This is an optimization exercise on Yosys and OpenROAD, whose aim is small area, not a production implementation.
Function was checked by simulation only, so behaviour that the tests miss may differ from the original.
Power is estimated from default activity; no workload was simulated.

==> flow/design.v (excerpt) <==
module MIPS(
    input [15:0] data_in,
    input clk,
    input interrupt,
    input reset,
    output reg [15:0] data_out,
    output [15:0] pm_addr,
    input [31:0] pm_rdata,
    output reg dm_en,
    output reg dm_we,
    output [15:0] dm_addr,
    output reg [15:0] dm_wdata,
    input [15:0] dm_rdata
    );
genvar g, k;
reg [31:0] ins_prv;      
reg stall_pm;
reg [15:0] hold_address;
reg rq;                  
reg ldD0, jumpD0, jumpD1;
reg F1;
reg [15:0] creg;         
wire s_pm = reset & ~stall_pm;
wire s_prv = reset & stall_pm;
wire [31:0] ins;
generate for (k = 0; k < 32; k = k + 1) begin : im
    cell_a22o u(.a1(pm_rdata[k]), .a2(s_pm), .b1(ins_prv[k]), .b2(s_prv), .y(ins[k]));
end endgenerate
wire [5:0] op = ins[31:26];
wire op_ld   = (op == 6'b010100);
wire op_hlt  = (op == 6'b010001);
wire op_ret  = (op == 6'b010000);
wire op_jmp  = (op == 6'b011000);
wire op_cj   = (op[5:2] == 4'b0111);
wire ld   = op_ld & ~ldD0;
wire jump = op_cj & ~jumpD1;
wire stall = op_hlt | ld | jump;
wire [1:0] flag_ex;
wire take_cj = op_cj & (op[1] ? (flag_ex[1] ^ op[0]) : (flag_ex[0] ^ op[0]));
wire pc_mux_sel = take_cj | op_jmp | op_ret | F1;
wire [15:0] inc = hold_address + 16'd1;
wire [15:0] creg_eff = F1 ? inc : creg;
wire seq = ~(stall | ~rq);
wire p_creg = reset & pc_mux_sel & op_ret & ~F1;
wire p_inc  = reset & (pc_mux_sel ? (op_ret & F1) : seq);
wire p_hold = reset & ~pc_mux_sel & ~seq;
wire p_ins  = reset & pc_mux_sel & ~op_ret & ~F1;
wire [15:0] jfield = {1'b0, ins[14:0]};
wire [15:0] current_address;
generate for (k = 0; k < 16; k = k + 1) begin : pcm
    wire n0;
  ...
==> flow/config.mk <==
export PLATFORM = sky130hd
export DESIGN_NAME = MIPS
export DESIGN_NICKNAME = MIPS
export VERILOG_FILES = /design/flow/design.v
export SDC_FILE = /design/flow/constraint.sdc
export NUM_CORES = 4
export LEC_CHECK = 0
export CAP_MARGIN = 10
export CORE_MARGIN = 2
export CORE_UTILIZATION = 40
export CTS_CLUSTER_DIAMETER = 80
export CTS_CLUSTER_SIZE = 20
export PLACE_DENSITY = 0.6
export SLEW_MARGIN = 10
export SYNTH_HIERARCHICAL = 1
export SYNTH_MINIMUM_KEEP_SIZE = 0
==> flow/constraint.sdc <==
create_clock -name core_clock -period 12.0 [get_ports {clk}]
set_input_delay 2.4000 -clock core_clock [delete_from_list [all_inputs] [get_ports {clk}]]
set_output_delay 2.4000 -clock core_clock [all_outputs]
set_load 0.01 [all_outputs]
standard.sh (not shown) runs the stock make flow with config.mk's settings and CLKGATE_MAP_FILE= SYNTH_SCRIPT=/design/flow/synth_recipe.tcl, a recipe that flattens the netlist after the stock synthesis.
==> flow/flow/run.sh <==
#!/bin/bash
# Standard layout, with the smallest buffer (buf_1) on every input and output port.
set -euo pipefail
export BUFFER_PORTS_ARGS="-buffer_cell sky130_fd_sc_hd__buf_1"
bash standard.sh > standard.log 2>&1
The starting point completed with no timing, DRC or antenna violations.
Then changed:
==> flow/run.sh (new file) <==
#!/bin/bash
# synth_recipe.tcl (not shown) runs the flow's synth.tcl, then flattens the netlist and writes it again
# the make line also repeats each setting of config.mk as NAME=value (left out here)
make -C /OpenROAD-flow-scripts/flow DESIGN_CONFIG=/design/flow/config.mk WORK_HOME=/design/flow/orfs CLKGATE_MAP_FILE= SYNTH_SCRIPT=/design/flow/synth_recipe.tcl finish
removed: flow/flow/run.sh
removed: flow/standard.sh
=> Cell count barely changes; clock-buffer cell count does not change; worst setup slack got worse by 460 ps; total power stays flat; utilization is higher by 1.1 points; via count is lower by 0.76%; sequential share of layout area is lower by 1.1 points; combinational power is higher by 5.2%; clock skew is higher by 4.6 ps.

---

== v53 ==
Another version of the RTL of MIPS (not shown whole).
Size: ~2,600 cells after synthesis, ~29,000 um^2 of cells after synthesis.
clock: 12.0 ns
lec_check: 0
cap_margin: 10
core_margin: 2
core_utilization: 55
cts_cluster_diameter: 80
cts_cluster_size: 25
place_density: 0.7
slew_margin: 10
synth_hierarchical: 1
synth_minimum_keep_size: 0
==> flow/flow/run.sh <==
#!/bin/bash
# Standard layout, with the smallest buffer (buf_1) on every input and output port.
set -euo pipefail
export BUFFER_PORTS_ARGS="-buffer_cell sky130_fd_sc_hd__buf_1"
bash standard.sh > standard.log 2>&1
v53 ran to completion and came out clean on the timing, DRC and antenna checks.
Relative to v53, the following input files were edited for v52:
# v53
export LEC_CHECK = 0
export CAP_MARGIN = 10
export CORE_MARGIN = 2
export CORE_UTILIZATION = 55
export CTS_CLUSTER_DIAMETER = 80
export CTS_CLUSTER_SIZE = 25
export PLACE_DENSITY = 0.7
export SLEW_MARGIN = 10
export SYNTH_HIERARCHICAL = 1
export SYNTH_MINIMUM_KEEP_SIZE = 0
create_clock -name core_clock -period 12.0 [get_ports {clk}]
# v52
export LEC_CHECK = 0
export CAP_MARGIN = 10
export CORE_MARGIN = 2
export CORE_UTILIZATION = 40
export CTS_CLUSTER_DIAMETER = 80
export CTS_CLUSTER_SIZE = 20
export PLACE_DENSITY = 0.6
export SLEW_MARGIN = 10
export SYNTH_HIERARCHICAL = 1
export SYNTH_MINIMUM_KEEP_SIZE = 0
create_clock -name core_clock -period 12.0 [get_ports {clk}]
[summary]
- The number of storage elements in the synthesis netlist on v52 is in line with that on v53.
- v53 consumes less power than v52.
- On total number of sequential cells, v53 tracks v52 almost exactly.
### v52 -> v50
# v52
export LEC_CHECK = 0
export CAP_MARGIN = 10
export CORE_MARGIN = 2
export CORE_UTILIZATION = 40
export CTS_CLUSTER_DIAMETER = 80
export CTS_CLUSTER_SIZE = 20
export PLACE_DENSITY = 0.6
export SLEW_MARGIN = 10
export SYNTH_HIERARCHICAL = 1
export SYNTH_MINIMUM_KEEP_SIZE = 0
create_clock -name core_clock -period 12.0 [get_ports {clk}]
# v50
export LEC_CHECK = 0
export CAP_MARGIN = 10
export CORE_MARGIN = 2
export CORE_UTILIZATION = 55
export CTS_CLUSTER_DIAMETER = 80
export CTS_CLUSTER_SIZE = 20
export PLACE_DENSITY = 0.7
export SLEW_MARGIN = 10
export SYNTH_HIERARCHICAL = 1
export SYNTH_MINIMUM_KEEP_SIZE = 0
create_clock -name core_clock -period 12.0 [get_ports {clk}]
Notes after the runs:
- The run showing the smaller via count is v52.
- Going from v52 to v50, cell area shrank slightly.
- Global-route usage delta for v50 relative to v52: 11 points higher
- Total power was higher in v52 than in v50.
- Taking v52 as the reference, in v50 placement row count fell 15, fraction of standard cell area in multi-input logic rose 0.75 points, post-route worst hold slack fell 0.011 ns, time the final worst path needs with I/O delays and setup rose 0.055 ns.
- The worst setup slack of v50 is lower than that of v52.
Inputs modified between v50 and v46:
# v50
export LEC_CHECK = 0
export CAP_MARGIN = 10
export CORE_MARGIN = 2
export CORE_UTILIZATION = 55
export CTS_CLUSTER_DIAMETER = 80
export CTS_CLUSTER_SIZE = 20
export PLACE_DENSITY = 0.7
export SLEW_MARGIN = 10
export SYNTH_HIERARCHICAL = 1
export SYNTH_MINIMUM_KEEP_SIZE = 0
create_clock -name core_clock -period 12.0 [get_ports {clk}]
# v46
export LEC_CHECK = 0
export CAP_MARGIN = 20
export CORE_MARGIN = 2
export CORE_UTILIZATION = 40
export CTS_CLUSTER_DIAMETER = 80
export CTS_CLUSTER_SIZE = 20
export GPL_TIMING_DRIVEN = 0
export PLACE_DENSITY = 0.6
export SLEW_MARGIN = 20
export SYNTH_HIERARCHICAL = 1
export SYNTH_MINIMUM_KEEP_SIZE = 0
create_clock -name core_clock -period 12.0 [get_ports {clk}]
Results
The flow did not stop early for v46: all stages ran, and the layout cleared the timing, DRC and antenna checks. v46 gives more number of fill cells in the layout than v50 did. Compared with v50, v46 shows share of the clock period used by the worst path after layout higher by 7.2 points. Global-route wire length before repair delta (v46 − v50): unfavourable. On design area: between v50 and v46, it ends up higher for v46.
Inputs modified between v46 and v11:
# v46
export LEC_CHECK = 0
export CAP_MARGIN = 20
export CORE_MARGIN = 2
export CORE_UTILIZATION = 40
export CTS_CLUSTER_DIAMETER = 80
export CTS_CLUSTER_SIZE = 20
export GPL_TIMING_DRIVEN = 0
export PLACE_DENSITY = 0.6
export SLEW_MARGIN = 20
export SYNTH_HIERARCHICAL = 1
export SYNTH_MINIMUM_KEEP_SIZE = 0
create_clock -name core_clock -period 12.0 [get_ports {clk}]
# v11
export LEC_CHECK = 0
export CAP_MARGIN = 20
export CORE_MARGIN = 2
export CORE_UTILIZATION = 55
export CTS_CLUSTER_DIAMETER = 80
export CTS_CLUSTER_SIZE = 20
export GPL_TIMING_DRIVEN = 0
export PLACE_DENSITY = 0.7
export SLEW_MARGIN = 20
export SYNTH_HIERARCHICAL = 1
export SYNTH_MINIMUM_KEEP_SIZE = 0
create_clock -name core_clock -period 12.0 [get_ports {clk}]
### Flow results
[v11] horizontal die dimension fell about 15% relative to v46. v11 -> v46: post-synthesis net count delta 0, exact match. Net switching fraction of the power: v11 < v46. Between v46 and v11, the flow reports final routed wirelength across all metal layers decreasing by a few percent.

-- afterwards: timing with drivers on the ports --
Ports are ideal in the flow. The routed layouts listed here were re-timed in OpenROAD.
Step 1, drivers: a clkbuf_16 drives clk and a buf_2 each remaining input, both assumed.
Step 2, shift: input delay + t, output delay - t, t = (earliest + latest rising clock arrival at the registers) / 2. This alone moves slack from input paths to output paths.
Slacks: ideal ports / drivers / drivers and shift; pairs: ideal ports / drivers.
| run | shift t [ns] | setup WS [ns] | hold WS [ns] | latest minus earliest clock arrival (ns) | cell pins on the clock port's net |
|---|---|---|---|---|---|
| the first run of note 1 | 0.690 | 2.205 / 2.205 / 1.717 | 0.422 / 0.422 / 0.422 | 0.034 / 0.033 | 1 |
| the second run of note 1 | 0.683 | 1.743 / 1.711 / 1.336 | 0.439 / 0.439 / 0.439 | 0.038 / 0.038 | 1 |
| v53 | 0.668 | 1.429 / 1.364 / 1.513 | 0.443 / 0.443 / 0.443 | 0.028 / 0.028 | 1 |
| v52 | 0.667 | 1.497 / 1.433 / 1.643 | 0.453 / 0.453 / 0.453 | 0.028 / 0.029 | 1 |
| v50 | 0.655 | 1.442 / 1.380 / 1.516 | 0.442 / 0.442 / 0.442 | 0.033 / 0.033 | 1 |
| v46 | 0.671 | 0.578 / 0.578 / 0.578 | 0.462 / 0.462 / 0.462 | 0.031 / 0.032 | 1 |
| v11 | 0.661 | 0.536 / 0.536 / 0.536 | 0.448 / 0.448 / 0.448 | 0.020 / 0.020 | 1 |
After both steps every run listed still meets setup and hold. The setup slack of the first run of note 1, which loses most, moves by 0.000 ns with the drivers and by -0.488 ns with both steps.
